Background: an optimization exercise with open tools, aiming at small area and a short achievable clock period. Do not read the settings as production practice. RTL that was checked went through simulation tests only; none was proved equivalent to the original. For runs 2 to 8, only the layout was checked, not whether the RTL still works.

<file path="constraint.sdc">
create_clock -name core_clock -period 8.0 [get_ports {clk}]
set_input_delay 1.6000 -clock core_clock [delete_from_list [all_inputs] [get_ports {clk}]]
set_output_delay 1.6000 -clock core_clock [all_outputs]
set_load 0.01 [all_outputs]
</file>
<file path="config.mk">
export PLATFORM = sky130hd
export DESIGN_NAME = lab4_2
export DESIGN_NICKNAME = lab4_2
export VERILOG_FILES = /design/flow/design.v
export SDC_FILE = /design/flow/constraint.sdc
export NUM_CORES = 4
export LEC_CHECK = 0
export CAP_MARGIN = 20
export CORE_MARGIN = 2
export CORE_UTILIZATION = 40
export SLEW_MARGIN = 20
</file>
<file path="run.sh">
#!/bin/bash
# synth_recipe.tcl (not shown) runs the flow's synth.tcl, then flattens the netlist and writes it again
# the make line also repeats each setting of config.mk as NAME=value (left out here)
make -C /OpenROAD-flow-scripts/flow DESIGN_CONFIG=/design/flow/config.mk WORK_HOME=/design/flow/orfs CLKGATE_MAP_FILE= SYNTH_SCRIPT=/design/flow/synth_recipe.tcl finish
</file>
<file path="design.v">
`timescale 1ns / 1ps
module lab4_2( 
              input wire      mode,
              input wire[2:0] opCode,
              input wire[3:0] value,
              input clk,
              input reset,
              output reg[9:0] result,
              output reg cacheFull,
              output reg invalidOp,
              output reg overflow);
    reg [2:0] opcodes[0:31];
    reg [3:0] values[0:31];
    reg [9:0] p1;
    reg [9:0] p0;
    integer opcode_count;
    integer start_index;
    integer i;
    integer temp;
    always @(posedge clk or posedge reset)
    begin
        if (reset)
        begin
            temp=0;
            overflow=0;
            cacheFull=0;
            invalidOp=0;
            result=0;
            opcode_count=0;
            start_index=0;
            p1=0;
            p0=0;
            i=start_index;
        end
        else
        begin
            if(!mode)
            begin
                if(opcode_count==32)    cacheFull=1;
                else
                begin
                    if(opCode==0)
                    begin
                        invalidOp=0; 
                        opcodes[opcode_count]=3'b000;
                        values[opcode_count]=value;
                        opcode_count=opcode_count+1;
                    end
                    else if (opCode==1)
                    begin
                        invalidOp=0;
                        opcodes[opcode_count]=3'b001;
                        values[opcode_count]=value;
                        opcode_count=opcode_count+1;
                    end
                    else if (opCode==2)
                    begin
                        invalidOp=0;
                        opcodes[opcode_count]=3'b010;
                        values[opcode_count]=value;
                        opcode_count=opcode_count+1;
                    end
                    else if (opCode==4)
                    begin
                        invalidOp=0;
                        opcodes[opcode_count]=3'b100;
                        values[opcode_count]=value;
                        opcode_count=opcode_count+1;
                    end
                    else if (opCode==5)
                    begin
                        invalidOp=0;
                        opcodes[opcode_count]=3'b101;
                        values[opcode_count]=value;
                        opcode_count=opcode_count+1;
                    end
                    else if (opCode==6)
                    begin
                        invalidOp=0;
                        opcodes[opcode_count]=3'b110;
                        values[opcode_count]=value;
                        opcode_count=opcode_count+1;
                    end
                    else invalidOp=1;
                end
            end
            else if(mode && opcode_count)
            begin
                if(opcodes[i]==0)
                begin
                    if(p0+values[i]>=1024)  overflow=1;
                    else overflow=0;
                    temp=p0;
                    result=p0+values[i];
                    p0=result;
                    p1=temp;
                end
                else if (opcodes[i]==1)
                begin
                    if(p0+values[i]+p1>=1024)  overflow=1;
                    else overflow=0;
                    temp=p0;
                    result=p0+values[i]+p1;
                    p0=result;
                    p1=temp;
                end
                else if (opcodes[i]==2)
                begin
                    if(p0*p1+values[i]>=1024)  overflow=1;
                    else overflow=0;
                    temp=p0;
                    result=p0*p1+values[i];
                    p0=result;
                    p1=temp;
                end
                else if (opcodes[i]==4)
                begin
                    temp=p0;
                    overflow=0;
                    result=p0[0]+p0[1]+p0[2]+p0[3]+p0[4]+p0[5]+p0[6]+p0[7]+p0[8]+p0[9];
                    p0=result;
                    p1=temp;
                end
                else if (opcodes[i]==5)
                begin
                    temp=p0;
                    overflow=0;
                    result={p0[0],p0[1],p0[2],p0[3],p0[4],p0[5],p0[6],p0[7],p0[8],p0[9]};
                    p0=result;
                    p1=temp;
                end
                else if (opcodes[i]==6)
                begin
                    start_index=values[i];
                end
                i=i+1;
                if(i==opcode_count) i=start_index;
            end
        end
    end
endmodule
</file>
==> flow_metrics.tcl, run 1 <==
set metrics [dict create \
    clock_latency_ps 570 \
    dr_total_vias 16400 \
    core_mm2 0.0540 \
    insertedDiodeCount 0 \
    numCtsBuffers 38 \
    drt-vias-per-instance 5.95 \
    synth-simple-area-share 0.151 \
    ys_async_sr_fraction 0.347 \
    wirelength_um 65600 \
    worstHoldStart "cacheFull" \
    htreeDepth 2 \
    max_freq_mhz 155 \
    yosys_warnings 3 \
    outcome "finished clean" \
    yosysUniqueCellTypes 101 \
    rsz0062_at_grt "no" \
    dp_cells 2686 \
    die_h_um 238 \
    slew_headroom 0.217 \
    muxShareOfSynthArea 0.0288 \
    io_pins 23 \
    hold_violations 0 \
    drc 0 \
    postCtsHoldBufs 0 \
    cts_sinks 343 \
    synth_fp_nets 2251 \
    tns_ps 0 \
    critPathLaunchType "register" \
    antenna_found_initial 1 \
    startpoint "i[0]" \
    start_util 0.407 \
    post-cts-setup-buffer-count 0 \
    rows 85 \
    ys.flop_type "edfxtp_1" \
    crit_top_cell "ha_1" \
    clock_path_buffers 3 \
    die_area_mm2 0.0568 \
    area.growth.synth_to_final_pct 9.55 \
    syn_area_per_cell_um2 10.7 \
    root_buffer "clkbuf_16" \
    post-place-ws_ps 1580 \
    nets 2223 \
    die_w_um 238 \
    grt_overflow 0 \
    period_needed_ps 6450 \
    grt_pass1_vias 16000 \
    cp_slowest_stage_delay_ps 580 \
    cp_top_family "adder cells" \
    fin_ws_ps 1550 \
    cts_tree "done" \
    drv_cap 0 \
    ant_nets 0 \
    port-buffer-count 22 \
    finalNonFillerCells 2755 \
    critPathRequiredTime_ps 8450 \
    worstMarginPinSlew_ps 1170 \
    cp_slowest_cell "fa_1" \
    hold_path_class "register to register" \
    clkTransAtPathRegs_ps 60 \
    drt_iter0_drc 1687 \
    dp_hpwl_um 47900 \
    grt_pass1_wl_um 101000 \
    synth-edff-count 224 \
    synth_fa_ha_area_frac 0.132 \
    worstPathMaxFanout 20 \
    firstDrtPassIters 6 \
    cp_num_buf_inv 3 \
    grt_max_degree 67 \
    seq_area_mm2 0.00971 \
    wl_per_cell_um 23.8 \
    cts_resized 0 \
    cp.arrival_ps 6900 \
    syn_inst 2058 \
    syn_area_mm2 0.0220 \
    crit_chain "inv_1, ha_1, and3_1, a222oi_1, nand2_1, nor4_1, a31oi_1, ha_1, ha_1, inv_1, fa_1, inv_1, ha_1, a211oi_1, nor2_1, o21ai_0, o21ai_0, mux2_2, nor4_1, nand4_1, a22o_1" \
    r2r_start "i[0]" \
    fillers 5040 \
    worst_clock_skew_ps 23.8 \
    post-route-period-util 0.806 \
    place_congestion 0.955 \
    hold-worst-slack_ps 479 \
    setup_viol 0 \
    slew_violations 0 \
    synth_top_family_by_area "compound AO/OA/AOI/OAI gates" \
    synth-xor-area-share 0.0386 \
    multi_input_area_mm2 0.0111 \
    synth_compound_area_frac 0.152 \
    ys_seq_area_frac 0.442 \
    synth_seq_cells 343 \
    drive_gt1_frac 0.0845 \
    crit_path_end_kind "register" \
    grt_usage 0.232 \
    path_class "register to register" \
]
## worst reg2reg max path: stages (launching register included)
cell	delay [ps]
dfrtp_1	510
inv_1	110
ha_1	530
and3_1	390
a222oi_1	430
nand2_1	170
nor4_1	390
a31oi_1	280
ha_1	370
ha_1	280
inv_1	50
fa_1	580
inv_1	60
ha_1	300
a211oi_1	210
nor2_1	90
o21ai_0	410
o21ai_0	280
mux2_2	320
nor4_1	240
nand4_1	130
a22o_1	210
## cell usage in the layout (no fill, tap or decap), types with 10 or more instances in the layout
| cell type | count |
|---|---|
| a21oi_1 | 91 |
| a211oi_1 | 14 |
| o21ai_0 | 58 |
| inv_1 | 161 |
| and3_1 | 18 |
| nand3_1 | 55 |
| nand2b_1 | 13 |
| a32oi_1 | 15 |
| nor3_1 | 29 |
| and4_1 | 13 |
| edfxtp_1 | 224 |
| o21a_1 | 25 |
| nand2_1 | 162 |
| fa_1 | 79 |
| dfrtp_1 | 116 |
| a21o_1 | 17 |
| or3_1 | 15 |
| nor2_1 | 110 |
| buf_4 | 40 |
| a31oi_1 | 24 |
| nand4_1 | 25 |
| clkinv_2 | 11 |
| mux2i_1 | 34 |
| nor4_1 | 21 |
| a2bb2oi_1 | 12 |
| a221oi_1 | 10 |
| a22oi_1 | 27 |
| a32o_1 | 10 |
| xnor2_1 | 69 |
| nor2b_1 | 46 |
| o22ai_1 | 14 |
| a2111oi_0 | 14 |
| a22o_1 | 14 |
| and2_1 | 50 |
| ha_1 | 104 |
| mux2_2 | 24 |
| clkdlybuf4s50_1 | 22 |
| xor2_1 | 26 |
| clkbuf_16 | 40 |
## metal layers
| layer | GRT usage | vias up | share of wire |
|---|---|---|---|
| li1 | - | 7450 | - |
| met1 | 0.328 | 8224 | 0.44 |
| met4 | 0.0718 | 0 | 0.029 |
| met2 | 0.372 | 607 | 0.47 |
| met5 | 0 | - | 0 |
| met3 | 0.0304 | 102 | 0.063 |
## layout make-up
cell class	instances	area share
Clock inverter	22	0.00925
Multi-Input combinational cell	1422	0.460
Timing Repair Buffer	62	0.0216
Tap cell	696	0.0362
Clock buffer	47	0.0439
Inverter	163	0.0255
Sequential cell	343	0.403
## sequential cells by signal (all words and copies together) (netlist names)
name	count
opcode_count	32
result	10
start_index	32
p1	10
opcodes	96
overflow	1
values	128
invalidOp	1
cacheFull	1
i	32
## metrics by stage
stage / util / cell area, µm²
after floorplan: - / 22000
after global placement: 0.422 / 22800
after detailed placement: 0.422 / 22800
after CTS: 0.445 / 24100
after global routing: 0.445 / 24100
final: 0.445 / 24100
## Yosys cell counts (all sizes together), types with 26 or more instances
library cell / n / area, µm²
nor3: 29 / 145
clkbuf: 93 / 349
nor2b: 47 / 294
buf: 37 / 279
edfxtp: 224 / 6730
nor4: 27 / 224
xor2: 26 / 228
and2: 52 / 325
mux2i: 35 / 350
nand2: 162 / 608
o21ai: 66 / 330
fa: 79 / 1580
a21oi: 91 / 455
ha: 104 / 1300
nand3: 56 / 285
dfrtp: 119 / 2980
nand4: 29 / 206
nor2: 112 / 425
inv: 162 / 608
a22oi: 27 / 203
xnor2: 70 / 621
## cell families after synthesis
kind of cell | after synthesis
compound gates | 462
xor+xnor | 96
fa+ha+maj | 184
buf+inv | 293
flops | 343
mux | 60
simple gates | 620
## path summary, 6_finish.rpt
| path | endpoint | slack, ps | cells past startpoint |
|---|---|---|---|
| worst max register to register | overflow | 1550 | 21 |
| max in group asynchronous | i[4] | 4900 | 3 |
| min in group asynchronous | opcode_count[4] | 1620 | 2 |
| worst min register to register | cacheFull | 480 | 1 |
| worst max-delay path | overflow | 1550 | 21 |
| worst min-delay path | cacheFull | 480 | 1 |
==> run 2: changes to the inputs <==
==> design.v (replaced) <==
`timescale 1ns / 1ps
module lab4_2( 
              input wire      mode,
              input wire[2:0] opCode,
              input wire[3:0] value,
              input clk,
              input reset,
              output reg[9:0] result,
              output reg cacheFull,
              output reg invalidOp,
              output reg overflow);
    reg [6:0] mem[0:31];
    reg [9:0] p1;       
    reg [5:0] cnt;      
    reg [3:0] start;    
    reg [4:0] idx;      
    reg [6:0] cur;      
    wire [2:0] cop = cur[6:4];
    wire [3:0] cv  = cur[3:0];
    wire full   = cnt[5];
    wire empty  = (cnt == 6'd0);
    wire valid  = (opCode[1:0] != 2'b11);
    wire store  = !mode && !full && valid;
    wire exec   = mode && !empty;
    wire arith  = !(cop[2] & cop[1]);
    wire [11:0] sum  = result + cv + (cop[0] ? p1 : 10'd0);
    wire [20:0] prod = result * p1 + cv;
    wire [3:0]  pop  = result[0] + result[1] + result[2] + result[3] + result[4]
                     + result[5] + result[6] + result[7] + result[8] + result[9];
    wire [9:0]  rev  = {result[0], result[1], result[2], result[3], result[4],
                        result[5], result[6], result[7], result[8], result[9]};
    reg [9:0] nres;
    reg       novf;
    always @* begin
        case ({cop[2], cop[1]})
            2'b00: begin nres = sum[9:0];  novf = |sum[11:10]; end
            2'b01: begin nres = prod[9:0]; novf = |prod[20:10]; end
            default: begin
                nres = cop[0] ? rev : {6'd0, pop};
                novf = 1'b0;
            end
        endcase
    end
    wire [3:0] nstart = (cop == 3'd6) ? cv : start;
    wire [5:0] inc    = {1'b0, idx} + 6'd1;
    wire [4:0] nidx   = exec ? ((inc == cnt) ? {1'b0, nstart} : inc[4:0]) : idx;
    always @(posedge clk) begin
        if (store)
            mem[cnt[4:0]] <= {opCode, value};
        cur <= empty ? {opCode, value} : mem[nidx];
    end
    always @(posedge clk or posedge reset) begin
        if (reset) begin
            result    <= 10'd0;
            p1        <= 10'd0;
            overflow  <= 1'b0;
            cacheFull <= 1'b0;
            invalidOp <= 1'b0;
            cnt       <= 6'd0;
            start     <= 4'd0;
            idx       <= 5'd0;
        end else begin
            if (!mode) begin
                if (full)
                    cacheFull <= 1'b1;
                else begin
                    invalidOp <= !valid;
                    if (valid) cnt <= cnt + 6'd1;
                end
            end
            idx <= nidx;
            if (exec) begin
                start <= nstart;
                if (arith) begin
                    result   <= nres;
                    p1       <= result;
                    if (!cop[2]) overflow <= novf;
                    else overflow <= 1'b0;
                end
            end
        end
    end
endmodule
==> run 2 against run 1 <==
  * Critical endpoint unchanged
  * Count of clock-buffer cells in the layout shrank 14
  * Die area fell by 29%
  * Global-route usage shrank 5.8 points
  * Critical path type unchanged
  * Highest routed layer unchanged
==> flow_metrics.tcl, run 2 <==
set metrics [dict create \
    core_mm2 0.0386 \
    drv_cap 0 \
    r2r_start "result[1]" \
    hold-worst-slack_ps 474 \
    cts_sinks 269 \
    dp_hpwl_um 23100 \
    cp.arrival_ps 6440 \
    postCtsHoldBufs 0 \
    post-route-period-util 0.755 \
    clkTransAtPathRegs_ps 60 \
    final_cell_area_mm2 0.0171 \
    die_area_mm2 0.0405 \
    cts_resized 0 \
    wl_per_cell_um 18.5 \
    slew_headroom 0.343 \
    reg2reg_to "overflow" \
    synth_fp_nets 1505 \
    yosysUniqueCellTypes 68 \
    yosys-top-cells-area "edfxtp_1, fa_1, ha_1, dfrtp_1, nand2_1" \
    die_h_um 201 \
    critPathRequiredTime_ps 8400 \
    placed_cell_area_mm2 0.0162 \
    htreeDepth 1 \
    drt_iter0_drc 771 \
    syn_inst 1328 \
    firstDrtPassIters 5 \
    worstHoldStart "cacheFull" \
    area.growth.synth_to_final_pct 9.69 \
    wirelength_um 34500 \
    critPathLaunchType "register" \
    antenna_found_initial 0 \
    synth-edff-count 224 \
    io_pins 23 \
    post-cts-setup-buffer-count 0 \
    ys_async_sr_fraction 0.141 \
    hold_depth 1 \
    period_needed_ps 6040 \
    place_congestion 0.800 \
    hold_path_class "register to register" \
    die_w_um 201 \
    rows 72 \
    ys_seq_area_frac 0.502 \
    grt_max_degree 67 \
    drive_gt1_frac 0.0594 \
    clock_latency_ps 550 \
    root_buffer "clkbuf_16" \
    drc 0 \
    reg2reg_slack_ps 1960 \
    grt_pass1_vias 9845 \
    tns_ps 0 \
    crit_path_end_kind "register" \
    outcome "finished clean" \
    utilization 0.443 \
    yosys_warnings 1 \
    nets 1501 \
    fillers 3598 \
    synth_top_area_cell "edfxtp_1" \
    ys.flop_type "edfxtp_1" \
    clock_path_buffers 3 \
    insertedDiodeCount 0 \
    worstMarginPinSlew_ps 980 \
    syn_area_per_cell_um2 11.7 \
    grt_usage 0.174 \
    dr_total_vias 9857 \
    layout.cells.most_common_list "edfxtp_1, nand2_1, inv_1, ha_1, fa_1" \
    reg2reg_depth 18 \
    syn_area_mm2 0.0156 \
    max_freq_mhz 166 \
    ant_nets 0 \
    multi_input_area_mm2 0.00695 \
    slew_violations 0 \
    setup_viol 0 \
    synth_seq_cells 269 \
    seq_area_mm2 0.00782 \
    yosysMostFrequentCell "edfxtp_1" \
    numCtsBuffers 29 \
    synthTopCellsByCount "edfxtp_1, nand2_1, inv_1" \
    cts_tree "done" \
    hold_violations 0 \
    hold-path-endpoint "cacheFull" \
    port-buffer-count 22 \
    final_common_cell "edfxtp_1" \
    grt_pass1_wl_um 55700 \
    start_util 0.404 \
    largest_reg_flops 224 \
    worst_clock_skew_ps 14.0 \
    yosys.area.top_type_share 0.432 \
    drt-vias-per-instance 5.29 \
    worstPathMaxFanout 16 \
    path_class "register to register" \
    rsz0062_at_grt "no" \
    grt_overflow 0 \
]
-- run 2: cell types whose count changed in the layout (fill, tap and decap cells not counted), sizes merged, moves of 39 or more --
cell,before,now
inv,166,110
nor2,112,55
xnor2,70,22
nor2b,47,1
o21ai,66,27
dfrtp,119,38
nand3,56,14
nand2,162,216
-- run 2: kinds of logic (layout without fill, tap and decap cells) --
group / count (synthesis) / after routing / share of synthesized area
AO/OA/AOI/OAI: 235 / 235 / 0.105
XOR/XNOR: 29 / 29 / 0.0163
adder cells (fa/ha/maj): 167 / 167 / 0.172
buffers and inverters: 183 / 201 / 0.0519
flip-flops: 269 / 269 / 0.502
multiplexers: 61 / 61 / 0.0400
AND/OR/NAND/NOR: 384 / 384 / 0.112
-- run 2: layer usage --
layer,up-vias,GRT usage,share of wire
met5,-,0,0
met4,0,0.0328,0.017
met3,43,0.0235,0.049
met2,218,0.265,0.44
met1,4911,0.265,0.49
li1,4685,-,-
-- run 2: how the worst max path moves through the flow --
| stage | startpoint | to | slack [ps] | cells after the start |
|---|---|---|---|---|
| floorplan | result[1] | overflow | 2300 | 19 |
| global placement | result[1] | overflow | 2100 | 18 |
| detailed placement | result[1] | overflow | 1910 | 18 |
| CTS | result[1] | overflow | 1920 | 18 |
| global route | result[1] | overflow | 1500 | 18 |
| finish | result[1] | overflow | 1960 | 18 |
-- run 2: critical path, stage by stage, from the launching register on --
cell and delay, ps:
dfrtp_1 700, nand2_1 160, fa_1 530, fa_1 520, fa_1 520, fa_1 520
fa_1 540, inv_1 40, ha_1 350, and3_1 230, a221o_1 290, nand2_1 90
nand2b_1 60, a41o_1 230, a21o_1 180, a21oi_1 270, mux2i_1 120, a2111oi_0 350
a41oi_1 180
-- run 2: cell type report --
cell class / instances / area share
Tap cell: 518 / 0.0380
Multi-Input combinational cell: 876 / 0.407
Inverter: 110 / 0.0245
Clock inverter: 20 / 0.00887
Timing Repair Buffer: 38 / 0.0199
Clock buffer: 33 / 0.0434
Sequential cell: 269 / 0.458
-- run 2: stage by stage --
stage / setup WS, ps / cells
finish: 1960 / 1864
global route: 1500 / 1864
CTS: 1920 / 1864
detailed placement: 1910 / 1811
global placement: 2100 / 1811
floorplan: 2300 / 1328
==> run 3: changes to the inputs <==
--- a/design.v
+++ b/design.v
@@ -25,5 +25,21 @@
     wire arith  = !(cop[2] & cop[1]);
     wire [11:0] sum  = result + cv + (cop[0] ? p1 : 10'd0);
-    wire [20:0] prod = result * p1 + cv;
+    wire [13:0] plo = ({4'd0, result[0] ? p1        : 10'd0})
+                    + ({4'd0, result[1] ? p1[8:0]   :  9'd0, 1'b0})
+                    + ({4'd0, result[2] ? p1[7:0]   :  8'd0, 2'b0})
+                    + ({4'd0, result[3] ? p1[6:0]   :  7'd0, 3'b0})
+                    + ({4'd0, result[4] ? p1[5:0]   :  6'd0, 4'b0})
+                    + ({4'd0, result[5] ? p1[4:0]   :  5'd0, 5'b0})
+                    + ({4'd0, result[6] ? p1[3:0]   :  4'd0, 6'b0})
+                    + ({4'd0, result[7] ? p1[2:0]   :  3'd0, 7'b0})
+                    + ({4'd0, result[8] ? p1[1:0]   :  2'd0, 8'b0})
+                    + ({4'd0, result[9] ? p1[0]     :  1'd0, 9'b0})
+                    + cv;
+    wire [9:0] p1or = {p1[9], p1[9] | p1[8], p1[9] | p1[8] | p1[7],
+                       |p1[9:6], |p1[9:5], |p1[9:4], |p1[9:3], |p1[9:2], |p1[9:1], |p1[9:0]};
+    wire phi = (result[1] & p1or[9]) | (result[2] & p1or[8]) | (result[3] & p1or[7])
+             | (result[4] & p1or[6]) | (result[5] & p1or[5]) | (result[6] & p1or[4])
+             | (result[7] & p1or[3]) | (result[8] & p1or[2]) | (result[9] & p1or[1]);
+    wire [20:0] prod = {|plo[13:10] | phi, 10'd0, plo[9:0]};
     wire [3:0]  pop  = result[0] + result[1] + result[2] + result[3] + result[4]
                      + result[5] + result[6] + result[7] + result[8] + result[9];
@@ -35,5 +51,5 @@
         case ({cop[2], cop[1]})
             2'b00: begin nres = sum[9:0];  novf = |sum[11:10]; end
-            2'b01: begin nres = prod[9:0]; novf = |prod[20:10]; end
+            2'b01: begin nres = prod[9:0]; novf = prod[20]; end
             default: begin
                 nres = cop[0] ? rev : {6'd0, pop};
==> run 3 against run 2 <==
  * Worst setup slack improved by 1100 ps
  * First-iteration DRC count down 34%
  * Fmax rose by 22%
  * Wire length is 12% lower
  * Non-clock buffer count down 2
  * Synthesized area decreased by 10%
  * Sequential cell count stayed put
  * Highest routed layer unchanged
==> flow_metrics.tcl, run 3 <==
set metrics [dict create \
    cp_slowest_cell "dfrtp_1" \
    synthTopCellsByCount "edfxtp_1, mux2i_1, inv_1" \
    place_congestion 0.862 \
    synth_seq_cells 269 \
    yosys.area.top_type_share 0.483 \
    synth_compound_area_frac 0.0566 \
    drt-vias-per-instance 5.19 \
    ys_seq_area_frac 0.561 \
    worstMarginPinSlew_ps 1050 \
    postCtsHoldBufs 0 \
    firstDrtPassIters 5 \
    syn_area_per_cell_um2 13.6 \
    post-route-period-util 0.619 \
    cp_slowest_stage_delay_ps 710 \
    start_util 0.405 \
    antenna_found_initial 0 \
    root_buffer "clkbuf_16" \
    rsz0062_at_grt "no" \
    tns_ps 0 \
    die_w_um 191 \
    slew_headroom 0.296 \
    cts_resized 0 \
    syn_area_mm2 0.0139 \
    drive_gt1_frac 0.0780 \
    synth_fa_ha_area_frac 0.120 \
    grt_pass1_wl_um 47200 \
    largest_reg_flops 224 \
    synth-edff-count 224 \
    drt_iter0_drc 509 \
    ant_nets 0 \
    post-cts-setup-buffer-count 0 \
    crit_chain "nand2_1, fa_1, fa_1, fa_1, fa_1, inv_1, fa_1, ha_1, nor3b_1, nand4_1, nor2_1, o221ai_1, nand2_1, nand2_1, a21oi_1, o41ai_1" \
    ys.flop_type "edfxtp_1" \
    period_needed_ps 4950 \
    synth-xor-area-share 0.0126 \
    yosys_warnings 1 \
    critPathRequiredTime_ps 8380 \
    die_h_um 191 \
    hold-worst-slack_ps 496 \
    synth_top_area_cell "edfxtp_1" \
    grt_pass1_vias 8011 \
    crit_top_cell "fa_1" \
    path_class "register to register" \
    clkTransAtPathRegs_ps 60 \
    ys_async_sr_fraction 0.141 \
    cts_sinks 269 \
    io_pins 23 \
    layout.cells.most_common_list "edfxtp_1, mux2i_1, inv_1, nor2_1, nand2_1" \
    outcome "finished clean" \
    crit_path_end_kind "register" \
    slew_violations 0 \
    port-buffer-count 22 \
    synth_top_family_by_area "multiplexers" \
    yosysUniqueCellTypes 60 \
    hold_path_class "register to register" \
    worst_clock_skew_ps 8.61 \
    max_freq_mhz 202 \
    die_area_mm2 0.0364 \
    area.growth.synth_to_final_pct 11.0 \
    yosysMostFrequentCell "edfxtp_1" \
    core_mm2 0.0345 \
    finalNonFillerCells 1519 \
    final_common_cell "edfxtp_1" \
    fillers 3116 \
    critPathLaunchType "register" \
    setup_viol 0 \
    clock_latency_ps 530 \
    drv_cap 0 \
    rows 68 \
    syn_inst 1027 \
    synth_fp_nets 1140 \
    muxShareOfSynthArea 0.140 \
    grt_usage 0.171 \
    placed_cell_area_mm2 0.0146 \
    yosys-top-cells-area "edfxtp_1, mux2i_1, fa_1, dfrtp_1, ha_1" \
    nets 1156 \
    grt_max_degree 81 \
    hold_violations 0 \
    numCtsBuffers 28 \
    clock_path_buffers 3 \
    dr_total_vias 7879 \
    grt_overflow 0 \
    dp_cells 1468 \
    cts_tree "done" \
    wl_per_cell_um 20.0 \
    htreeDepth 1 \
    final_cell_area_mm2 0.0155 \
    dp_hpwl_um 20000 \
    worstPathMaxFanout 16 \
    cp.arrival_ps 5330 \
    insertedDiodeCount 0 \
    drc 0 \
    wirelength_um 30300 \
    synth-simple-area-share 0.0713 \
]
## run 3: cell types whose count changed in the layout (fill, tap and decap cells not counted), sizes merged, moves of 9 or more
cell | before | now
a211oi | 19 | 4
a21oi | 58 | 33
a31oi | 18 | 1
a32oi | 28 | 0
and2 | 63 | 47
fa | 78 | 51
ha | 89 | 52
inv | 110 | 70
mux2 | 10 | 19
mux2i | 51 | 173
nand2 | 216 | 55
o22ai | 16 | 31
## run 3: cell families after synthesis
family / Yosys count
adders and majority gates: 103
muxes: 192
DFF: 269
and+or+nand+nor: 201
AOI/OAI and AO/OA: 121
xor gates and xnor gates: 20
buffers and inverters: 121
## run 3: layout make-up
class	instances	area, µm²	area share
Clock buffer	39	793	0.0513
Clock inverter	12	80.1	0.00518
Inverter	71	267	0.0172
Multi-Input combinational cell	637	5610	0.362
Sequential cell	269	7820	0.505
Tap cell	455	569	0.0368
Timing Repair Buffer	36	338	0.0218
## run 3: worst max-delay path: cells and delay by family, from the launching register on
family / cells / cell delay [ps]
compound gates: 3 / 360
fa+ha+maj: 6 / 2830
buf+inv: 1 / 50
flops: 1 / 710
simple gates: 6 / 850
## run 3: path summary, 6_finish.rpt
check | start | to | slack [ps] | cells past startpoint
worst max-delay path | result[0] | overflow | 3050 | 16
worst min-delay path | cacheFull | cacheFull | 500 | 1
worst max register to register | result[0] | overflow | 3050 | 16
worst min register to register | cacheFull | cacheFull | 500 | 1
max in group asynchronous | reset | p1[3] | 6120 | 3
min in group asynchronous | reset | idx[3] | 1510 | 3
## run 3: routing by layer
| layer | up-vias | GRT usage | part of all wire |
|---|---|---|---|
| li1 | 3748 | - | - |
| met2 | 184 | 0.277 | 0.46 |
| met3 | 46 | 0.0243 | 0.051 |
| met1 | 3901 | 0.242 | 0.46 |
| met4 | 0 | 0.0444 | 0.021 |
| met5 | - | 0 | 0 |
## run 3: stage by stage
stage	util	setup slack [ps]
floorplan	-	3400
detailed placement	0.424	3050
finish	0.449	3050
global placement	0.424	3090
global route	0.449	2760
CTS	0.449	3020
==> run 4: changes to the inputs <==
--- a/config.mk
+++ b/config.mk
@@ -9,3 +9,4 @@
 export CORE_MARGIN = 2
 export CORE_UTILIZATION = 40
+export SETUP_SLACK_MARGIN = 4
 export SLEW_MARGIN = 20
==> run 4 against run 3 <==
  * Global-route usage rose by 1.2 points
  * Fmax is 7.9% higher
  * Final cell count grew 2.7%
  * Non-clock buffer count is 41 higher
  * Count of clock-buffer cells in the layout fell by 11
  * Critical path depth rose by 1
  * Clock skew is 7.0 ps higher
  * Register-to-register slack improved by 360 ps
==> flow_metrics.tcl, run 4 <==
set metrics [dict create \
    hold-worst-slack_ps 476 \
    grt_pass1_vias 8374 \
    cts_sinks 269 \
    yosys-top-cells-area "edfxtp_1, mux2i_1, fa_1, dfrtp_1, ha_1" \
    yosysUniqueCellTypes 60 \
    dp_hpwl_um 20300 \
    start_util 0.405 \
    layout.cells.most_common_list "edfxtp_1, mux2i_1, inv_1, nor2_1, nand2_1" \
    slew_headroom 0.435 \
    synth_seq_cells 269 \
    yosys_warnings 1 \
    port-buffer-count 22 \
    hold_depth 1 \
    place_congestion 0.825 \
    clkTransAtPathRegs_ps 70 \
    clock_path_buffers 3 \
    grt_usage 0.183 \
    slew_violations 0 \
    path_class "register to register" \
    worst_clock_skew_ps 15.6 \
    antenna_found_initial 2 \
    utilization 0.471 \
    dr_total_vias 8249 \
    nets 1197 \
    grt_max_degree 58 \
    syn_inst 1027 \
    outcome "finished clean" \
    insertedDiodeCount 0 \
    die_area_mm2 0.0364 \
    htreeDepth 1 \
    syn_area_per_cell_um2 13.6 \
    tns_ps 0 \
    cp.arrival_ps 5000 \
    synth_fp_nets 1140 \
    worstPathMaxFanout 5 \
    synthTopCellsByCount "edfxtp_1, mux2i_1, inv_1" \
    max_freq_mhz 218 \
    hold_violations 0 \
    period_needed_ps 4590 \
    drv_cap 0 \
    post-route-period-util 0.573 \
    wl_per_cell_um 21.1 \
    crit_path_end_kind "register" \
    drc 0 \
    yosys.area.top_type_share 0.483 \
    root_buffer "clkbuf_16" \
    setup_viol 0 \
    final_common_cell "edfxtp_1" \
    wirelength_um 32900 \
    ys_seq_area_frac 0.561 \
    post-place-ws_ps 2940 \
    core_mm2 0.0345 \
    numCtsBuffers 28 \
    firstDrtPassIters 5 \
    rsz0062_at_grt "yes" \
    rows 68 \
    ys.flop_type "edfxtp_1" \
    ys_async_sr_fraction 0.141 \
    drive_gt1_frac 0.176 \
    drt_iter0_drc 540 \
    die_h_um 191 \
    area.growth.synth_to_final_pct 16.5 \
    yosysMostFrequentCell "edfxtp_1" \
    synth-edff-count 224 \
    hold_path_class "register to register" \
    grt_pass1_wl_um 50300 \
    largest_reg_flops 224 \
    critPathLaunchType "register" \
    reg2reg_depth 17 \
    die_w_um 191 \
    critPathRequiredTime_ps 8410 \
    synth_top_area_cell "edfxtp_1" \
    postCtsHoldBufs 0 \
    io_pins 23 \
    fin_ws_ps 3410 \
    syn_area_mm2 0.0139 \
    drt-vias-per-instance 5.29 \
    cts_tree "done" \
    grt_overflow 0 \
    ant_nets 0 \
    clock_latency_ps 550 \
    worstMarginPinSlew_ps 844 \
]
-- run 4: cell counts after synthesis --
Identical to the previous run, type by type.
-- run 4: per-layer routing --
layer	part of all wire	vias up	GRT usage
li1	-	3834	-
met1	0.46	4209	0.256
met2	0.48	172	0.304
met3	0.047	34	0.0223
met4	0.016	0	0.0435
met5	0	-	0
-- run 4: cell type report --
cell class	count	area [µm²]
Timing Repair Buffer	77	763
Multi-Input combinational cell	637	5820
Tap cell	455	569
Fill cell	3048	18200
Clock inverter	23	273
Inverter	71	267
Sequential cell	269	7850
Clock buffer	28	701
-- run 4: path summary, 6_finish.rpt --
path | from | to | slack, ps
setup / recovery | p1[2] | overflow | 3410
hold / removal | cacheFull | cacheFull | 480
setup reg to reg | p1[2] | overflow | 3410
hold reg to reg | cacheFull | cacheFull | 480
max in group asynchronous | reset | p1[6] | 6000
min in group asynchronous | reset | result[7] | 1540
-- run 4: critical path, stage by stage (launching register included) --
cell      delay, ps
dfrtp_2         440
buf_12          140
and2_4          130
fa_1            510
inv_2            40
fa_1            510
fa_1            440
fa_1            510
inv_1            50
fa_1            470
ha_4            290
nand3b_1         80
nor4_2          320
o221ai_2        160
nand2_1         110
nand2_1          70
a21oi_2         110
o41ai_1          70
-- run 4: cell families after synthesis --
family | Yosys count | share of synthesized area
AOI/OAI and AO/OA | 121 | 0.0566
xor gates and xnor gates | 20 | 0.0126
adders and majority gates | 103 | 0.120
buffers and inverters | 121 | 0.0387
DFF | 269 | 0.561
muxes | 192 | 0.140
and+or+nand+nor | 201 | 0.0713
-- run 4: through the flow --
stage / cells / area [µm²]
after detailed placement: 1469 / 14600
final: 1560 / 16200
after CTS: 1546 / 15900
after global routing: 1560 / 16200
after global placement: 1469 / 14600
after floorplan: 1027 / 14000
-- run 4: repair_timing --
action,CTS,global route
hold endpoints to repair,0,0
gates resized for setup,35,37
endpoints found under the setup margin,236,12
pin swaps,15,29
buffers inserted,25,13
cloned,1,1
==> run 5: changes to the inputs <==
--- a/config.mk
+++ b/config.mk
@@ -9,4 +9,4 @@
 export CORE_MARGIN = 2
 export CORE_UTILIZATION = 40
-export SETUP_SLACK_MARGIN = 4
+export SETUP_SLACK_MARGIN = 2.5
 export SLEW_MARGIN = 20
==> run 5 against run 4 <==
  * Still clean on timing, DRC and antenna
  * Sequential cell count stayed put
  * Non-clock buffer count is 41 lower
  * Via count is 4.5% lower
  * Count of clock-buffer cells in the layout is 11 higher
  * Critical path depth is 1 lower
  * Worst setup slack worse by 360 ps
  * Fmax is 7.3% lower
  * Global-route usage is 1.2 points lower
  * Utilization is 2.2 points lower
  * Register-to-register slack worse by 360 ps
  * Synthesized cell count stayed put
  * Critical path type unchanged
  * Critical endpoint unchanged
==> flow_metrics.tcl, run 5 <==
set metrics [dict create \
    yosysMostFrequentCell "edfxtp_1" \
    syn_inst 1027 \
    syn_area_mm2 0.0139 \
    synth-edff-count 224 \
    yosys.area.top_type_share 0.483 \
    final_common_cell "edfxtp_1" \
    synth_seq_cells 269 \
    cts_tree "done" \
    drc 0 \
    insertedDiodeCount 0 \
    synth_fp_nets 1140 \
    met2_usage 0.277 \
    wirelength_um 30300 \
    wl_per_cell_um 20.0 \
    slew_violations 0 \
    cp.arrival_ps 5330 \
    die_area_mm2 0.0364 \
    tns_ps 0 \
    area.growth.synth_to_final_pct 11.0 \
    drv_cap 0 \
    die_h_um 191 \
    worstPathMaxFanout 16 \
    busiest_layer "met2" \
    grt_max_degree 81 \
    dp_hpwl_um 20000 \
    start_util 0.405 \
    path_class "register to register" \
    yosysUniqueCellTypes 60 \
    cts_resized 0 \
    setup_viol 0 \
    period_needed_ps 4950 \
    crit_path_end_kind "register" \
    rsz0062_at_grt "no" \
    drt_iter0_drc 509 \
    yosys_warnings 1 \
    hold_path_class "register to register" \
    grt_pass1_vias 8011 \
    root_buffer "clkbuf_16" \
    hold_violations 0 \
    critPathLaunchType "register" \
    hold_depth 1 \
    layout.cells.most_common_list "edfxtp_1, mux2i_1, inv_1, nor2_1, nand2_1" \
    met1_usage 0.242 \
    rows 68 \
    drive_gt1_frac 0.0780 \
    post-cts-setup-buffer-count 0 \
    ys_async_sr_fraction 0.141 \
    clock_path_buffers 3 \
    ant_nets 0 \
    yosys-top-cells-area "edfxtp_1, mux2i_1, fa_1, dfrtp_1, ha_1" \
    antenna_found_initial 0 \
    grt_overflow 0 \
    final_cell_area_mm2 0.0155 \
    ys_seq_area_frac 0.561 \
    clkTransAtPathRegs_ps 60 \
    grt_usage 0.171 \
    startpoint "result[0]" \
    worstMarginPinSlew_ps 1050 \
    drt-vias-per-instance 5.19 \
    io_pins 23 \
    postCtsHoldBufs 0 \
    die_w_um 191 \
    reg2reg_depth 16 \
    grt_pass1_wl_um 47200 \
    numCtsBuffers 28 \
    critPathRequiredTime_ps 8380 \
    outcome "finished clean" \
    core_mm2 0.0345 \
    placed_cell_area_mm2 0.0146 \
    slew_headroom 0.296 \
    worstHoldStart "cacheFull" \
    ys.flop_type "edfxtp_1" \
    max_freq_mhz 202 \
    cts_sinks 269 \
    largest_reg_flops 224 \
    port-buffer-count 22 \
    critPathCapture "overflow" \
    clock_latency_ps 530 \
    firstDrtPassIters 5 \
    dr_total_vias 7879 \
    synth_top_area_cell "edfxtp_1" \
    nets 1156 \
    reg2reg_slack_ps 3050 \
    htreeDepth 1 \
    worst_clock_skew_ps 8.61 \
    syn_area_per_cell_um2 13.6 \
    place_congestion 0.862 \
    reg2reg_to "overflow" \
    met3_usage 0.0243 \
    r2r_start "result[0]" \
    synthTopCellsByCount "edfxtp_1, mux2i_1, inv_1" \
    post-route-period-util 0.619 \
]
==> run 5: worst max-delay path, stage by stage (launching register included) <==
cell and delay, ps:
dfrtp_1 710, nand2_1 170, fa_1 540, fa_1 520, fa_1 520, fa_1 540, inv_1 50, fa_1 480
ha_1 230, nor3b_1 200, nand4_1 150, nor2_1 160, o221ai_1 140, nand2_1 100, nand2_1 70, a21oi_1 140
o41ai_1 80
==> run 5: layout make-up <==
| class | instances | area, µm² |
|---|---|---|
| clock inverters | 12 | 80.1 |
| fillers | 3116 | 19000 |
| well taps | 455 | 569 |
| multi-input cells | 637 | 5610 |
| inverters | 71 | 267 |
| flip-flops and latches | 269 | 7820 |
| clock buffers | 39 | 793 |
| repair buffers | 36 | 338 |
==> run 5: worst min-delay path by stage <==
stage	slack (ps)	end
5_1_grt	510	cacheFull
3_5_place_dp	470	cacheFull
2_1_floorplan	450	start[3]
3_3_place_gp	480	cacheFull
6_report	500	cacheFull
4_1_cts	490	cacheFull
==> run 5: cell families (layout without fill, tap and decap cells) <==
logic type / Yosys count / in the layout / share of synthesized area
simple gates: 201 / 201 / 0.0713
compound gates: 121 / 121 / 0.0566
fa+ha+maj: 103 / 103 / 0.120
mux: 192 / 192 / 0.140
xor+xnor: 20 / 20 / 0.0126
flops: 269 / 269 / 0.561
buf+inv: 121 / 158 / 0.0387
==> run 5: stage by stage <==
step | hold slack [ps] | utilization | worst slack (ps) | cells
after floorplan | 451 | - | 3400 | 1027
after global placement | 485 | 0.424 | 3090 | 1468
after detailed placement | 473 | 0.424 | 3050 | 1468
after CTS | 491 | 0.449 | 3020 | 1519
after global routing | 510 | 0.449 | 2760 | 1519
final | 496 | 0.449 | 3050 | 1519
==> run 5: metal layers <==
layer / vias up / part of all wire
met5: - / 0
met4: 0 / 0.021
met3: 46 / 0.051
met2: 184 / 0.46
met1: 3901 / 0.46
li1: 3748 / -
==> run 6: changes to the inputs <==
--- a/design.v
+++ b/design.v
@@ -12,4 +12,5 @@
     reg [6:0] mem[0:31];
     reg [9:0] p1;       
+    reg [11:0] p1x3;    
     reg [5:0] cnt;      
     reg [3:0] start;    
@@ -25,14 +26,25 @@
     wire arith  = !(cop[2] & cop[1]);
     wire [11:0] sum  = result + cv + (cop[0] ? p1 : 10'd0);
-    wire [13:0] plo = ({4'd0, result[0] ? p1        : 10'd0})
-                    + ({4'd0, result[1] ? p1[8:0]   :  9'd0, 1'b0})
-                    + ({4'd0, result[2] ? p1[7:0]   :  8'd0, 2'b0})
-                    + ({4'd0, result[3] ? p1[6:0]   :  7'd0, 3'b0})
-                    + ({4'd0, result[4] ? p1[5:0]   :  6'd0, 4'b0})
-                    + ({4'd0, result[5] ? p1[4:0]   :  5'd0, 5'b0})
-                    + ({4'd0, result[6] ? p1[3:0]   :  4'd0, 6'b0})
-                    + ({4'd0, result[7] ? p1[2:0]   :  3'd0, 7'b0})
-                    + ({4'd0, result[8] ? p1[1:0]   :  2'd0, 8'b0})
-                    + ({4'd0, result[9] ? p1[0]     :  1'd0, 9'b0})
+    function [9:0] row;
+        input [1:0] d;
+        input [9:0] b;
+        input [9:0] b3;
+        case (d)
+            2'd0: row = 10'd0;
+            2'd1: row = b;
+            2'd2: row = {b[8:0], 1'b0};
+            default: row = b3;
+        endcase
+    endfunction
+    wire [9:0] r0 = row(result[1:0], p1, p1x3[9:0]);
+    wire [9:0] r1 = row(result[3:2], p1, p1x3[9:0]);
+    wire [9:0] r2 = row(result[5:4], p1, p1x3[9:0]);
+    wire [9:0] r3 = row(result[7:6], p1, p1x3[9:0]);
+    wire [9:0] r4 = row(result[9:8], p1, p1x3[9:0]);
+    wire [12:0] plo = {3'd0, r0}
+                    + {3'd0, r1[7:0], 2'd0}
+                    + {3'd0, r2[5:0], 4'd0}
+                    + {3'd0, r3[3:0], 6'd0}
+                    + {3'd0, r4[1:0], 8'd0}
                     + cv;
     wire [9:0] p1or = {p1[9], p1[9] | p1[8], p1[9] | p1[8] | p1[7],
@@ -41,5 +53,10 @@
              | (result[4] & p1or[6]) | (result[5] & p1or[5]) | (result[6] & p1or[4])
              | (result[7] & p1or[3]) | (result[8] & p1or[2]) | (result[9] & p1or[1]);
-    wire [20:0] prod = {|plo[13:10] | phi, 10'd0, plo[9:0]};
+    wire thi = (result[1:0] == 2'd3 && p1x3[11:10] != 2'd0)
+             | (result[3:2] == 2'd3 && p1x3[11:8]  != 4'd0)
+             | (result[5:4] == 2'd3 && p1x3[11:6]  != 6'd0)
+             | (result[7:6] == 2'd3 && p1x3[11:4]  != 8'd0)
+             | (result[9:8] == 2'd3 && p1x3[11:2]  != 10'd0);
+    wire [20:0] prod = {|plo[12:10] | phi | thi, 10'd0, plo[9:0]};
     wire [3:0]  pop  = result[0] + result[1] + result[2] + result[3] + result[4]
                      + result[5] + result[6] + result[7] + result[8] + result[9];
@@ -61,8 +78,15 @@
     wire [5:0] inc    = {1'b0, idx} + 6'd1;
     wire [4:0] nidx   = exec ? ((inc == cnt) ? {1'b0, nstart} : inc[4:0]) : idx;
+    reg [6:0] rdat;
+    integer k;
+    always @* begin
+        rdat = 7'd0;
+        for (k = 0; k < 32; k = k + 1)
+            rdat = rdat | (mem[k] & {7{nidx == k}});
+    end
     always @(posedge clk) begin
         if (store)
             mem[cnt[4:0]] <= {opCode, value};
-        cur <= empty ? {opCode, value} : mem[nidx];
+        cur <= empty ? {opCode, value} : rdat;
     end
     always @(posedge clk or posedge reset) begin
@@ -70,4 +94,5 @@
             result    <= 10'd0;
             p1        <= 10'd0;
+            p1x3      <= 12'd0;
             overflow  <= 1'b0;
             cacheFull <= 1'b0;
@@ -91,4 +116,5 @@
                     result   <= nres;
                     p1       <= result;
+                    p1x3     <= {2'd0, result} + {1'b0, result, 1'b0};
                     if (!cop[2]) overflow <= novf;
                     else overflow <= 1'b0;
--- a/config.mk
+++ b/config.mk
@@ -9,4 +9,4 @@
 export CORE_MARGIN = 2
 export CORE_UTILIZATION = 40
-export SETUP_SLACK_MARGIN = 2.5
+export SETUP_SLACK_MARGIN = 4.5
 export SLEW_MARGIN = 20
==> run 6 against run 5 <==
  * Highest routed layer unchanged
  * Utilization grew 9.0 points
  * First-iteration DRC count grew to 2.8 times the previous value
  * Die area grew 4.4%
  * Critical path type unchanged
  * Largest cell class unchanged
==> flow_metrics.tcl, run 6 <==
set metrics [dict create \
    ys_async_sr_fraction 0.175 \
    grt_pass1_wl_um 72600 \
    max_freq_mhz 243 \
    insertedDiodeCount 0 \
    layout.cells.most_common_list "edfxtp_1, buf_4, nand2_1, nor2_1, a21oi_1" \
    clock_path_buffers 3 \
    synth_seq_cells 280 \
    cp.arrival_ps 4610 \
    start_util 0.407 \
    setup_viol 0 \
    dr_total_vias 11700 \
    syn_inst 1247 \
    yosys-top-cells-area "edfxtp_1, dfrtp_1, ha_1, fa_1, nand2_1" \
    ys_seq_area_frac 0.556 \
    hold_violations 0 \
    crit_path_end_kind "register" \
    slew_violations 0 \
    area.growth.synth_to_final_pct 32.2 \
    path_class "register to register" \
    yosysUniqueCellTypes 79 \
    period_needed_ps 4120 \
    syn_area_per_cell_um2 11.7 \
    clkTransAtPathRegs_ps 70 \
    synth_top_area_cell "edfxtp_1" \
    port-buffer-count 22 \
    drc 0 \
    die_w_um 195 \
    root_buffer "clkbuf_16" \
    cts_tree "done" \
    critPathRequiredTime_ps 8490 \
    critPathLaunchType "register" \
    core_mm2 0.0357 \
    tns_ps 0 \
    hold_path_class "register to register" \
    die_h_um 195 \
    slew_headroom 0.436 \
    ant_nets 0 \
    rsz0062_at_grt "yes" \
    yosysMostFrequentCell "edfxtp_1" \
    clock_latency_ps 590 \
    final_common_cell "edfxtp_1" \
    grt_pass1_vias 11000 \
    synth_fp_nets 1348 \
    drv_cap 0 \
    place_congestion 0.992 \
    firstDrtPassIters 5 \
    grt_usage 0.256 \
    antenna_found_initial 0 \
    drive_gt1_frac 0.313 \
    outcome "finished clean" \
    grt_max_degree 65 \
    multi_input_area_mm2 0.00729 \
    yosys.area.top_type_share 0.462 \
    dp_hpwl_um 31000 \
    synthTopCellsByCount "edfxtp_1, nand2_1, nor2_1" \
    fillers 2989 \
    placed_cell_area_mm2 0.0154 \
    yosys_warnings 1 \
    seq_area_mm2 0.00812 \
    io_pins 23 \
    worstMarginPinSlew_ps 842 \
    wirelength_um 50900 \
    largest_reg_flops 224 \
    post-route-period-util 0.515 \
    ys.flop_type "edfxtp_1" \
    drt_iter0_drc 1412 \
    grt_overflow 0 \
    drt-vias-per-instance 6.19 \
    rows 69 \
    htreeDepth 1 \
    syn_area_mm2 0.0146 \
    synth-edff-count 224 \
    wl_per_cell_um 27.0 \
    final_cell_area_mm2 0.0192 \
    worstPathMaxFanout 7 \
    numCtsBuffers 31 \
    die_area_mm2 0.0380 \
    cts_sinks 280 \
    worst_clock_skew_ps 17.5 \
    nets 1501 \
]
==> run 6: cell count changes in the layout (fill, tap and decap cells not counted), sizes merged, moves of 24 or more <==
cell   change
mux2i    -144
a22oi     +46
nand3     +41
and2      -34
nor2      +41
a21oi     +33
nand2     +51
fa        -24
buf      +145
o21ai     +47
==> run 6: final timing paths <==
path                              to       from  slack (ps)  depth (start not counted)
hold / removal             cacheFull  cacheFull         480                          1
min in group asynchronous     cnt[5]      reset        1520                          3
setup reg to reg            overflow  result[0]        3880                         19
hold reg to reg            cacheFull  cacheFull         480                          1
setup / recovery            overflow  result[0]        3880                         19
max in group asynchronous  result[9]      reset        5920                          3
==> run 6: metal layers <==
| metal | vias to the layer above | share of wire | track usage |
|---|---|---|---|
| met2 | 735 | 0.46 | 0.415 |
| met1 | 5710 | 0.39 | 0.337 |
| li1 | 5016 | - | - |
| met4 | 0 | 0.052 | 0.108 |
| met5 | - | 0 | 0 |
| met3 | 194 | 0.097 | 0.0512 |
==> run 6: cells by family after synthesis <==
| logic type | share of synthesized area |
|---|---|
| xor+xnor | 0.0192 |
| fa+ha+maj | 0.0921 |
| flops | 0.556 |
| buf+inv | 0.0347 |
| simple gates | 0.110 |
| mux | 0.0310 |
| compound gates | 0.157 |
==> run 6: worst max-delay path: stages, from the launching register on <==
cell and delay, ps:
dfrtp_2 490, inv_4 60, ha_4 200, a221o_1 310
o21ai_2 70, fa_1 480, inv_2 90, ha_4 200
ha_4 280, inv_1 60, fa_2 390, inv_2 80
a21oi_4 60, o21bai_4 190, a21o_1 140, a21o_1 170
nor3b_2 70, a221oi_2 370, o21ai_1 140, o31ai_2 190
==> run 6: final cells by class <==
class | count | share of cell area
Sequential cell | 280 | 0.422
Multi-Input combinational cell | 848 | 0.379
Timing Repair Buffer | 184 | 0.0990
Clock buffer | 36 | 0.0413
Tap cell | 461 | 0.0300
Inverter | 52 | 0.0153
Clock inverter | 20 | 0.0127
Timing Repair inverter | 3 | 0.00137
==> run 6: through the flow <==
step                instances   util  setup WS (ps)  hold slack (ps)
CTS                      1805  0.495           3810              487
global placement         1686  0.430           2420              469
global route             1884  0.539           3690              506
detailed placement       1687  0.430           2320              476
finish                   1884  0.539           3880              484
floorplan                1247      -           4150              449
==> run 6: repair_timing <==
action,4_1_cts,5_1_grt
resized for setup,169,169
buffers inserted,58,75
hold buffers,0,0
cloned,4,4
endpoints found under the setup margin,171,205
pin swaps,32,71
==> run 7: changes to the inputs <==
--- a/config.mk
+++ b/config.mk
@@ -9,4 +9,3 @@
 export CORE_MARGIN = 2
 export CORE_UTILIZATION = 40
-export SETUP_SLACK_MARGIN = 4.5
 export SLEW_MARGIN = 20
==> run 7 against run 6 <==
  * Still clean
  * Utilization decreased by 8.2 points
  * Worst setup slack got worse by 1500 ps
  * Global-route usage decreased by 0.96 points
  * Die area unchanged
  * Count of clock-buffer cells in the layout decreased by 2
  * Synthesized cell count unchanged
  * Cell area decreased by 15%
  * Critical path depth decreased by 7
  * Critical path type is now input pin to register
  * Critical endpoint is now cur[2]
==> flow_metrics.tcl, run 7 <==
set metrics [dict create \
    slew_headroom 0.268 \
    ys_async_sr_fraction 0.175 \
    port-buffer-count 22 \
    r2r_start "idx[0]" \
    worstPathMaxFanout 23 \
    max_freq_mhz 178 \
    firstDrtPassIters 5 \
    hold_violations 0 \
    synth_seq_cells 280 \
    rsz0062_at_grt "no" \
    slew_violations 0 \
    grt_pass1_vias 10500 \
    startpoint "mode" \
    synth_top_area_cell "edfxtp_1" \
    drt-met1-wl_um 19900 \
    die_h_um 195 \
    hold_path_class "register to register" \
    hold_depth 1 \
    critPathLaunchType "input pin" \
    start_util 0.407 \
    grt_usage 0.247 \
    layout.cells.most_common_list "edfxtp_1, nand2_1, nor2_1, o21ai_0, a21oi_1" \
    yosys_warnings 1 \
    worst_clock_skew_ps 13.9 \
    clock_path_buffers 3 \
    largest_reg_flops 224 \
    top_layer_used "met4" \
    wl_met2_um 21400 \
    root_buffer "clkbuf_16" \
    setup_viol 0 \
    drive_gt1_frac 0.0869 \
    rows 69 \
    post-route-period-util 0.702 \
    cp_slowest_stage_delay_ps 780 \
    finalNonFillerCells 1741 \
    drt_iter0_drc 1313 \
    outcome "finished clean" \
    cts_sinks 280 \
    reg2reg_depth 12 \
    synth_fp_nets 1348 \
    yosysUniqueCellTypes 79 \
    ys_seq_area_frac 0.556 \
    grt_overflow 0 \
    area.growth.synth_to_final_pct 12.1 \
    period_needed_ps 5610 \
    core_mm2 0.0357 \
    cp_slowest_cell "a21oi_1" \
    cts_tree "done" \
    seq_area_mm2 0.00809 \
    reg2reg_to "cur[2]" \
    clock_latency_ps 590 \
    drv_cap 0 \
    die_area_mm2 0.0380 \
    yosys.area.top_type_share 0.462 \
    syn_area_per_cell_um2 11.7 \
    critPathRequiredTime_ps 8470 \
    cp.arrival_ps 6080 \
    final_common_cell "edfxtp_1" \
    worstMarginPinSlew_ps 1090 \
    wl_met3_um 3490 \
    critPathCapture "cur[2]" \
    crit_chain "clkdlybuf4s50_1, inv_1, a21oi_1, nand2b_1, o21bai_1, and2_1, inv_2, nor2_1, a221oi_1, or2_2, a41oi_1, o32a_1" \
    reg2reg_slack_ps 2570 \
    dp_cells 1682 \
    htreeDepth 1 \
    post-cts-setup-buffer-count 0 \
    drt-vias-per-instance 6.13 \
    fillers 3305 \
    ys.flop_type "edfxtp_1" \
    grt_pass1_wl_um 69800 \
    nets 1355 \
    io_pins 23 \
    path_class "input pin to register" \
    wirelength_um 46500 \
    place_congestion 0.968 \
    wl_per_cell_um 26.7 \
    syn_inst 1247 \
    multi_input_area_mm2 0.00598 \
    dr_total_vias 10700 \
    yosysMostFrequentCell "edfxtp_1" \
    tns_ps 0 \
    grt_max_degree 65 \
    antenna_found_initial 1 \
    crit_path_end_kind "register" \
    ant_nets 0 \
    synthTopCellsByCount "edfxtp_1, nand2_1, nor2_1" \
    drc 0 \
    die_w_um 195 \
    postCtsHoldBufs 0 \
    synth-edff-count 224 \
    yosys-top-cells-area "edfxtp_1, dfrtp_1, ha_1, fa_1, nand2_1" \
    numCtsBuffers 31 \
    syn_area_mm2 0.0146 \
    dp_hpwl_um 31500 \
    cts_resized 0 \
    clkTransAtPathRegs_ps 60 \
]
[run 7: cell counts after synthesis]
No cell type changed its count.
[run 7: final cells by class]
cell class,count,area share
Tap cell,461,0.0353
Clock buffer,34,0.0482
Sequential cell,280,0.496
Timing Repair Buffer,42,0.0221
Inverter,52,0.0121
Antenna cell,2,0.000307
Multi-Input combinational cell,847,0.367
Clock inverter,23,0.0194
[run 7: routing by layer]
| layer | GRT usage | vias to the layer above |
|---|---|---|
| met5 | 0 | - |
| met4 | 0.0845 | 0 |
| met3 | 0.0342 | 100 |
| met2 | 0.396 | 520 |
| met1 | 0.345 | 5312 |
| li1 | - | 4732 |
[run 7: how the worst min path moves through the flow]
stage,from,to
floorplan,start[2],start[2]
global placement,start[2],start[2]
detailed placement,cacheFull,cacheFull
CTS,cacheFull,cacheFull
global route,cacheFull,cacheFull
finish,cacheFull,cacheFull
[run 7: cell families after synthesis]
| family | after synthesis | share of synthesized area |
|---|---|---|
| adders and majority gates | 91 | 0.0921 |
| xor gates and xnor gates | 32 | 0.0192 |
| AOI/OAI and AO/OA | 336 | 0.157 |
| buffers and inverters | 120 | 0.0347 |
| DFF | 280 | 0.556 |
| and+or+nand+nor | 345 | 0.110 |
| muxes | 43 | 0.0310 |
[run 7: through the flow]
step / hold slack, ps / setup WS (ps) / util / area [µm²]
final: 477 / 2390 / 0.457 / 16300
after global routing: 505 / 2220 / 0.456 / 16300
after CTS: 484 / 2540 / 0.456 / 16300
after detailed placement: 470 / 1900 / 0.425 / 15200
after global placement: 464 / 2050 / 0.425 / 15200
after floorplan: 449 / 3720 / - / 14600
[run 7: critical path, delay by kind of cell]
family | cells | cell delay, ps
AOI/OAI and AO/OA | 5 | 1920
buffers and inverters | 3 | 1260
and+or+nand+nor | 4 | 1280
==> run 8: changes to the inputs <==
--- a/design.v
+++ b/design.v
@@ -11,19 +11,20 @@
               output reg overflow);
     reg [6:0] mem[0:31];
-    reg [9:0] p1;       
+    reg [9:0]  p1;      
     reg [11:0] p1x3;    
-    reg [5:0] cnt;      
-    reg [3:0] start;    
-    reg [4:0] idx;      
-    reg [6:0] cur;      
+    reg [5:0]  cnt;     
+    reg [3:0]  start;   
+    reg [4:0]  idx;     
+    reg        last;    
+    reg [6:0]  cur;     
     wire [2:0] cop = cur[6:4];
     wire [3:0] cv  = cur[3:0];
-    wire full   = cnt[5];
-    wire empty  = (cnt == 6'd0);
-    wire valid  = (opCode[1:0] != 2'b11);
-    wire store  = !mode && !full && valid;
-    wire exec   = mode && !empty;
-    wire arith  = !(cop[2] & cop[1]);
-    wire [11:0] sum  = result + cv + (cop[0] ? p1 : 10'd0);
+    wire full  = cnt[5];
+    wire empty = (cnt == 6'd0);
+    wire valid = (opCode[1:0] != 2'b11);
+    wire store = !mode && !full && valid;
+    wire exec  = mode && !empty;
+    wire jump  = cop[2] & cop[1];
+    wire [11:0] sum = result + cv + (cop[0] ? p1 : 10'd0);
     function [9:0] row;
         input [1:0] d;
@@ -58,25 +59,22 @@
              | (result[7:6] == 2'd3 && p1x3[11:4]  != 8'd0)
              | (result[9:8] == 2'd3 && p1x3[11:2]  != 10'd0);
-    wire [20:0] prod = {|plo[12:10] | phi | thi, 10'd0, plo[9:0]};
-    wire [3:0]  pop  = result[0] + result[1] + result[2] + result[3] + result[4]
-                     + result[5] + result[6] + result[7] + result[8] + result[9];
-    wire [9:0]  rev  = {result[0], result[1], result[2], result[3], result[4],
-                        result[5], result[6], result[7], result[8], result[9]};
+    wire movf = (plo[12:10] != 3'd0) | phi | thi;
+    wire [3:0] pop = result[0] + result[1] + result[2] + result[3] + result[4]
+                   + result[5] + result[6] + result[7] + result[8] + result[9];
+    wire [9:0] rev = {result[0], result[1], result[2], result[3], result[4],
+                      result[5], result[6], result[7], result[8], result[9]};
     reg [9:0] nres;
     reg       novf;
     always @* begin
-        case ({cop[2], cop[1]})
-            2'b00: begin nres = sum[9:0];  novf = |sum[11:10]; end
-            2'b01: begin nres = prod[9:0]; novf = prod[20]; end
-            default: begin
-                nres = cop[0] ? rev : {6'd0, pop};
-                novf = 1'b0;
-            end
+        case (cop[2:1])
+            2'b00:   begin nres = sum[9:0]; novf = sum[11:10] != 2'd0; end
+            2'b01:   begin nres = plo[9:0]; novf = movf; end
+            default: begin nres = cop[0] ? rev : {6'd0, pop}; novf = 1'b0; end
         endcase
     end
-    wire [3:0] nstart = (cop == 3'd6) ? cv : start;
-    wire [5:0] inc    = {1'b0, idx} + 6'd1;
-    wire [4:0] nidx   = exec ? ((inc == cnt) ? {1'b0, nstart} : inc[4:0]) : idx;
-    reg [6:0] rdat;
+    wire [3:0] nstart = jump ? cv : start;
+    wire [4:0] inc    = idx + 5'd1;
+    wire [4:0] nidx   = last ? {1'b0, nstart} : inc;    
+    reg [6:0] rdat;                                      
     integer k;
     always @* begin
@@ -88,5 +86,8 @@
         if (store)
             mem[cnt[4:0]] <= {opCode, value};
-        cur <= empty ? {opCode, value} : rdat;
+        if (empty)
+            cur <= {opCode, value};
+        else if (mode)
+            cur <= rdat;
     end
     always @(posedge clk or posedge reset) begin
@@ -101,4 +102,5 @@
             start     <= 4'd0;
             idx       <= 5'd0;
+            last      <= 1'b0;
         end else begin
             if (!mode) begin
@@ -107,16 +109,18 @@
                 else begin
                     invalidOp <= !valid;
-                    if (valid) cnt <= cnt + 6'd1;
+                    if (valid) begin
+                        cnt  <= cnt + 6'd1;
+                        last <= empty;
+                    end
                 end
-            end
-            idx <= nidx;
-            if (exec) begin
+            end else if (!empty) begin
+                idx   <= nidx;
+                last  <= ({1'b0, nidx} + 6'd1 == cnt);
                 start <= nstart;
-                if (arith) begin
+                if (!jump) begin
                     result   <= nres;
                     p1       <= result;
                     p1x3     <= {2'd0, result} + {1'b0, result, 1'b0};
-                    if (!cop[2]) overflow <= novf;
-                    else overflow <= 1'b0;
+                    overflow <= novf;
                 end
             end
==> run 8 against run 7 <==
  * Final cell count is 3.4% lower
  * Wire length is 13% lower
  * Still clean on timing, DRC and antenna
  * Sequential cell count increased by 1
  * Via count shrank 5.8%
  * Synthesized cell count fell by 4.1%
  * Worst hold slack improved by 31 ps
  * Count of clock-buffer cells in the layout up 3
==> flow_metrics.tcl, run 8 <==
set metrics [dict create \
    synth-simple-area-share 0.124 \
    grt_pass1_wl_um 62300 \
    wl_per_cell_um 24.1 \
    die_h_um 194 \
    clock_latency_ps 560 \
    synth-xor-area-share 0.0165 \
    synth-edff-count 231 \
    cts_tree "done" \
    die_w_um 194 \
    synthTopCellsByCount "edfxtp_1, nand3_1, nand2_1" \
    outcome "finished clean" \
    utilization 0.451 \
    dp_hpwl_um 27400 \
    slew_headroom 0.273 \
    drc 0 \
    path_class "register to register" \
    clock_path_buffers 3 \
    worstPathMaxFanout 34 \
    crit_top_cell "ha_1" \
    synth_fa_ha_area_frac 0.0986 \
    ant_nets 0 \
    post-route-period-util 0.624 \
    core_mm2 0.0355 \
    critPathRequiredTime_ps 8310 \
    syn_inst 1196 \
    yosys_warnings 1 \
    io_pins 23 \
    drt-vias-per-instance 5.98 \
    numCtsBuffers 30 \
    cts_resized 0 \
    crit_chain "a21boi_0, o31ai_1, inv_1, ha_1, buf_4, and3b_1, ha_1, a221o_1, a21oi_1, nand4_1, or4_1, o32a_1" \
    slew_violations 0 \
    yosysMostFrequentCell "edfxtp_1" \
    yosys.area.top_type_share 0.483 \
    cp.arrival_ps 5300 \
    hold-worst-slack_ps 508 \
    layout.cells.most_common_list "edfxtp_1, nand3_1, nand2_1, o21ai_0, ha_1" \
    yosys-top-cells-area "edfxtp_1, dfrtp_1, ha_1, fa_1, nand3_1" \
    crit_path_end_kind "register" \
    post-cts-setup-buffer-count 0 \
    drive_gt1_frac 0.0713 \
    cts_sinks 281 \
    max_freq_mhz 200 \
    start_util 0.405 \
    muxShareOfSynthArea 0.0109 \
    yosysUniqueCellTypes 71 \
    dr_total_vias 10000 \
    worst_clock_skew_ps 10.2 \
    grt_max_degree 66 \
    postCtsHoldBufs 0 \
    cp_slowest_stage_delay_ps 960 \
    antenna_found_initial 0 \
    wirelength_um 40600 \
    grt_pass1_vias 9849 \
    cp_slowest_cell "edfxtp_1" \
    firstDrtPassIters 6 \
    syn_area_mm2 0.0144 \
    die_area_mm2 0.0375 \
    drt_iter0_drc 962 \
    ys_seq_area_frac 0.570 \
    synth_top_area_cell "edfxtp_1" \
    area.growth.synth_to_final_pct 11.4 \
    grt_usage 0.215 \
    place_congestion 0.891 \
    grt_overflow 0 \
    rsz0062_at_grt "no" \
    htreeDepth 1 \
]
## run 8: cell types whose count changed in the layout (fill, tap and decap cells not counted), moves of 9 or more
cell | before | now
mux2i_1 | 29 | 10
a21oi_1 | 66 | 38
a32oi_1 | 5 | 19
nand2_1 | 105 | 79
nor2_1 | 92 | 65
nand4_1 | 11 | 21
nand3_1 | 47 | 93
a32o_1 | 3 | 12
a22oi_1 | 45 | 35
nor3_1 | 19 | 10
## run 8: layout make-up
class | instances | area (µm²)
fillers | 3207 | 19500
well taps | 461 | 577
inverters | 53 | 199
repair buffers | 42 | 370
clock inverters | 14 | 153
clock buffers | 37 | 798
multi-input cells | 793 | 5730
flip-flops and latches | 281 | 8190
## run 8: kinds of logic after synthesis
logic type / after synthesis
flip-flops: 281
adder cells (fa/ha/maj): 97
AND/OR/NAND/NOR: 355
AO/OA/AOI/OAI: 299
multiplexers: 15
XOR/XNOR: 27
buffers and inverters: 122
## run 8: final timing paths
kind	start	endpoint	slack, ps	cells after the start
worst max-delay path	cur[5]	cur[0]	3000	12
worst min-delay path	start[1]	start[1]	510	1
worst max register to register	cur[5]	cur[0]	3000	12
worst min register to register	start[1]	start[1]	510	1
max in group asynchronous	reset	idx[0]	5980	3
min in group asynchronous	reset	p1x3[5]	1540	3
## run 8: metrics by stage
stage               instances  worst slack, ps
detailed placement       1630             3020
finish                   1681             3000
CTS                      1681             3020
floorplan                1196             3500
global placement         1629             2970
global route             1681             2690
## run 8: metal layers
layer  routed length [µm]  vias to the layer above  GRT usage
li1                     -                     4595          -
met1                18000                     4990      0.311
met2                18800                      405      0.342
met3                 2760                       58     0.0300
met4                  966                        0     0.0560
met5                    0                        -          0
## run 8: worst max-delay path: cells and delay by family, from the launching register on
kind | cells | cell delay (ps)
adder cells (fa/ha/maj) | 2 | 530
buffers and inverters | 2 | 410
AO/OA/AOI/OAI | 5 | 1840
AND/OR/NAND/NOR | 3 | 980
flip-flops | 1 | 960

afterwards: timing with drivers on the ports:
The flow's constraints put no driver on any port. The routed layouts listed below were extracted and timed again, unchanged, in two steps.
Step 1: set_driving_cell puts a clkbuf_16 on clk and a buf_2 on each other input, an assumption about the parent block.
Step 2 times the ports against the registers' clock, not the clock port: input delays grow and output delays shrink by t, the midpoint of the rising clock arrivals with the driver on.
Slacks: ideal ports / drivers / drivers and shift; pairs: ideal ports / drivers.
| run | shift t [ns] | slack for setup (ns) | worst slew at a driven data input, ns |
|---|---|---|---|
| run 1 | 0.608 | 1.548 / 1.548 / 1.548 | 0.06 |
| run 2 | 0.589 | 1.961 / 1.961 / 1.961 | 0.03 |
| run 3 | 0.574 | 3.051 / 3.051 / 3.051 | 0.04 |
| run 4 | 0.587 | 3.413 / 3.413 / 3.413 | 0.03 |
| run 5 | 0.574 | 3.051 / 3.051 / 3.051 | 0.04 |
| run 6 | 0.629 | 3.883 / 3.883 / 3.656 | 0.06 |
| run 7 | 0.636 | 2.388 / 2.410 / 1.774 | 0.03 |
| run 8 | 0.605 | 3.005 / 3.005 / 3.005 | 0.07 |
After both steps setup and hold are still met in every run listed. The setup slack of run 7, which loses most, moves by +0.022 ns with the drivers and by -0.614 ns with both steps.
